Background: an optimization exercise with open tools, aiming at small area. Do not read the settings as production practice. RTL that was checked went through simulation tests only; none was proved equivalent to the original. No activity file was given, so power comes from the tool's default toggle rates.

==> flow/design.v (excerpt) <==
module chess(
    input  wire       clk,
    input  wire       rst,
    input  wire [4:0] btn,
    output wire       vga_hsync,
    output wire       vga_vsync,
    output wire [2:0] vga_r,
    output wire [2:0] vga_g,
    output wire [1:0] vga_b
);
clock: 40.0 ns
lec_check: 0
cap_margin: 20
cell_pad_in_sites_detail_placement: 0
cell_pad_in_sites_global_placement: 0
core_margin: 2
core_utilization: 75
place_density: 0.85
slew_margin: 20
standard.sh (not shown) runs the stock make flow with config.mk's settings and CLKGATE_MAP_FILE= SYNTH_SCRIPT=/design/flow/synth_recipe.tcl, a recipe that flattens the netlist after the stock synthesis.
==> flow/flow/run.sh <==
#!/bin/bash
# Layout flow: the standard ORFS flow (standard.sh) with three changes.
#  1. Synthesis maps the logic with an area-oriented ABC script
#     (flow/abc_area.script: AIG restructuring with &deepsyn, then area
#     mapping with relaxed delay; no buffering or gate upsizing, the
#     resizer repairs slew and capacitance after placement). Everything
#     else in synthesis, flip-flop mapping and naming included, is the
#     standard one.
#  2. Clock tree synthesis uses clkbuf_8 buffers in clusters of at most 16
#     flip-flops, and no dummy loads.
#  3. The port buffers are buf_1.
# Each make step writes its tool's full log under orfs/logs/; the make
# output goes to flow_make.log in this folder.
set -euo pipefail
W=$PWD
rm -rf "$W/scripts_area"
cp -r "$FLOW_HOME/scripts" "$W/scripts_area"
cp "$W/flow/abc_area.script" "$W/scripts_area/abc_speed.script"
CTS="-sink_clustering_enable -repair_clock_nets -dont_use_dummy_load -buf_list {sky130_fd_sc_hd__clkbuf_8} -sink_clustering_size 16 -sink_clustering_max_diameter 50"
bash standard.sh "SCRIPTS_DIR=$W/scripts_area" "CTS_ARGS=$CTS" "BUFFER_PORTS_ARGS=-inputs -outputs -buffer_cell sky130_fd_sc_hd__buf_1" finish > "$W/flow_make.log" 2>&1
==> flow/flow/abc_area.script <==
&get -n
&st
&deepsyn -T 60
&st
&dch -f
&nf -R 1000
&st
&dch -f
&nf -R 1000
&st
&dch -f
&nf -R 1000
&put
Change:
--- a/flow/design.v
+++ b/flow/design.v
@@ -152,33 +152,36 @@
     end
     wire [3:0] port = prow[{ra[2:0], 2'b00} +: 4];
     reg [3:0] dcopy;
     always @(posedge clk)
         if (!steal) dcopy <= port;
     wire [3:0] dsq = steal ? dcopy : port;
     wire c_occ   = |port[2:0];
     wire c_own   = c_occ & (port[3] == player);
     wire c_opp   = c_occ & (port[3] != player);
     wire c_empty = ~c_occ;
     wire [2:0] sc = sel[2:0], sr = sel[5:3];
-    wire [2:0] dh = (cc >= sc) ? cc - sc : sc - cc;
-    wire [2:0] dv = (cr >= sr) ? cr - sr : sr - cr;
-    wire fwd  = player ? (cr > sr) : (cr < sr);
+    wire [3:0] ddh = {1'b0, cc} - {1'b0, sc};       
+    wire [3:0] ddv = {1'b0, cr} - {1'b0, sr};       
+    wire [2:0] dh = ddh[3] ? -ddh[2:0] : ddh[2:0];
+    wire [2:0] dv = ddv[3] ? -ddv[2:0] : ddv[2:0];
     wire home = player ? (sr == 3'd1) : (sr == 3'd6);
-    wire h0 = (dh == 3'd0), h1 = (dh == 3'd1), h2 = (dh == 3'd2);
-    wire v0 = (dv == 3'd0), v1 = (dv == 3'd1), v2 = (dv == 3'd2);
+    wire h0 = (ddh == 4'd0), h1 = (dh == 3'd1), h2 = (dh == 3'd2);
+    wire v0 = (ddv == 4'd0), v1 = (dv == 3'd1), v2 = (dv == 3'd2);
+    wire f1 = (ddv == (player ? 4'd1 : 4'hf));      
+    wire f2 = (ddv == (player ? 4'd2 : 4'he));      
     reg legal_n;
     always @(*) begin
         case (sel_type)
-            P_PAWN:   legal_n = fwd & ((v1 & h0 & c_empty) | (v1 & h1 & c_opp)
-                                     | (v2 & h0 & home & c_empty & pass_empty));
+            P_PAWN:   legal_n = (f1 & ((h0 & c_empty) | (h1 & c_opp)))
+                                     | (f2 & h0 & home & c_empty & pass_empty);
             P_KNIGHT: legal_n = (h2 & v1) | (h1 & v2);
             P_BISHOP: legal_n = (dh == dv);
             P_ROOK:   legal_n = h0 | v0;
             P_QUEEN:  legal_n = h0 | v0 | (dh == dv);
             P_KING:   legal_n = (h0 | h1) & (v0 | v1);
             default:  legal_n = 1'b0;
         endcase
     end
     always @(posedge clk) begin
         legal <= legal_n;
         cprev <= cursor;
What happened:
- The new run produced a clean layout
- synthesized cell count drops by 1.2%
- maximum frequency falls by 0.86%
- cell count goes down by about 0.45%
- worst hold slack hardly moves
- clock skew rises by 0.035 ns
- cell area barely changes
- total power came out higher by 1.4%
- setup slack got worse by 0.089 ns
- utilization came out higher by 0.15 points
- wire length climbs by about 3%
The RTL of the second run of this note was laid out without a check of its function.

afterwards: timing with drivers on the ports:
No port has a modelled driver above. Below, the same layouts with a new extraction and two added sets of constraints. Step 1 (the two cells are an assumption about what drives the block):
set clk [get_ports {clk}]
set_driving_cell -lib_cell sky130_fd_sc_hd__clkbuf_16 $clk
set_driving_cell -lib_cell sky130_fd_sc_hd__buf_2 [delete_from_list [all_inputs] $clk]
Step 2 moves the port delays by t, midway between the first and last clock arrival at a register: inputs arrive t later, outputs are due t later. That takes back most of the time a late clock gives input paths. Slacks: no drivers / after step 1 / after step 2; pairs: no drivers / after step 1.
| run | t (ns) | setup WS [ns] | worst setup path after step 2 | cell pins on the clock port's net |
|---|---|---|---|---|
| the first run | 0.615 | 29.789 / 29.748 / 29.500 | input to register | 1 |
| the second run | 0.638 | 29.700 / 29.654 / 29.822 | input to register | 1 |
After both steps setup and hold are still met in every run listed. For the first run, which loses most, drivers alone change the setup slack by -0.041 ns; drivers and shift together by -0.289 ns.
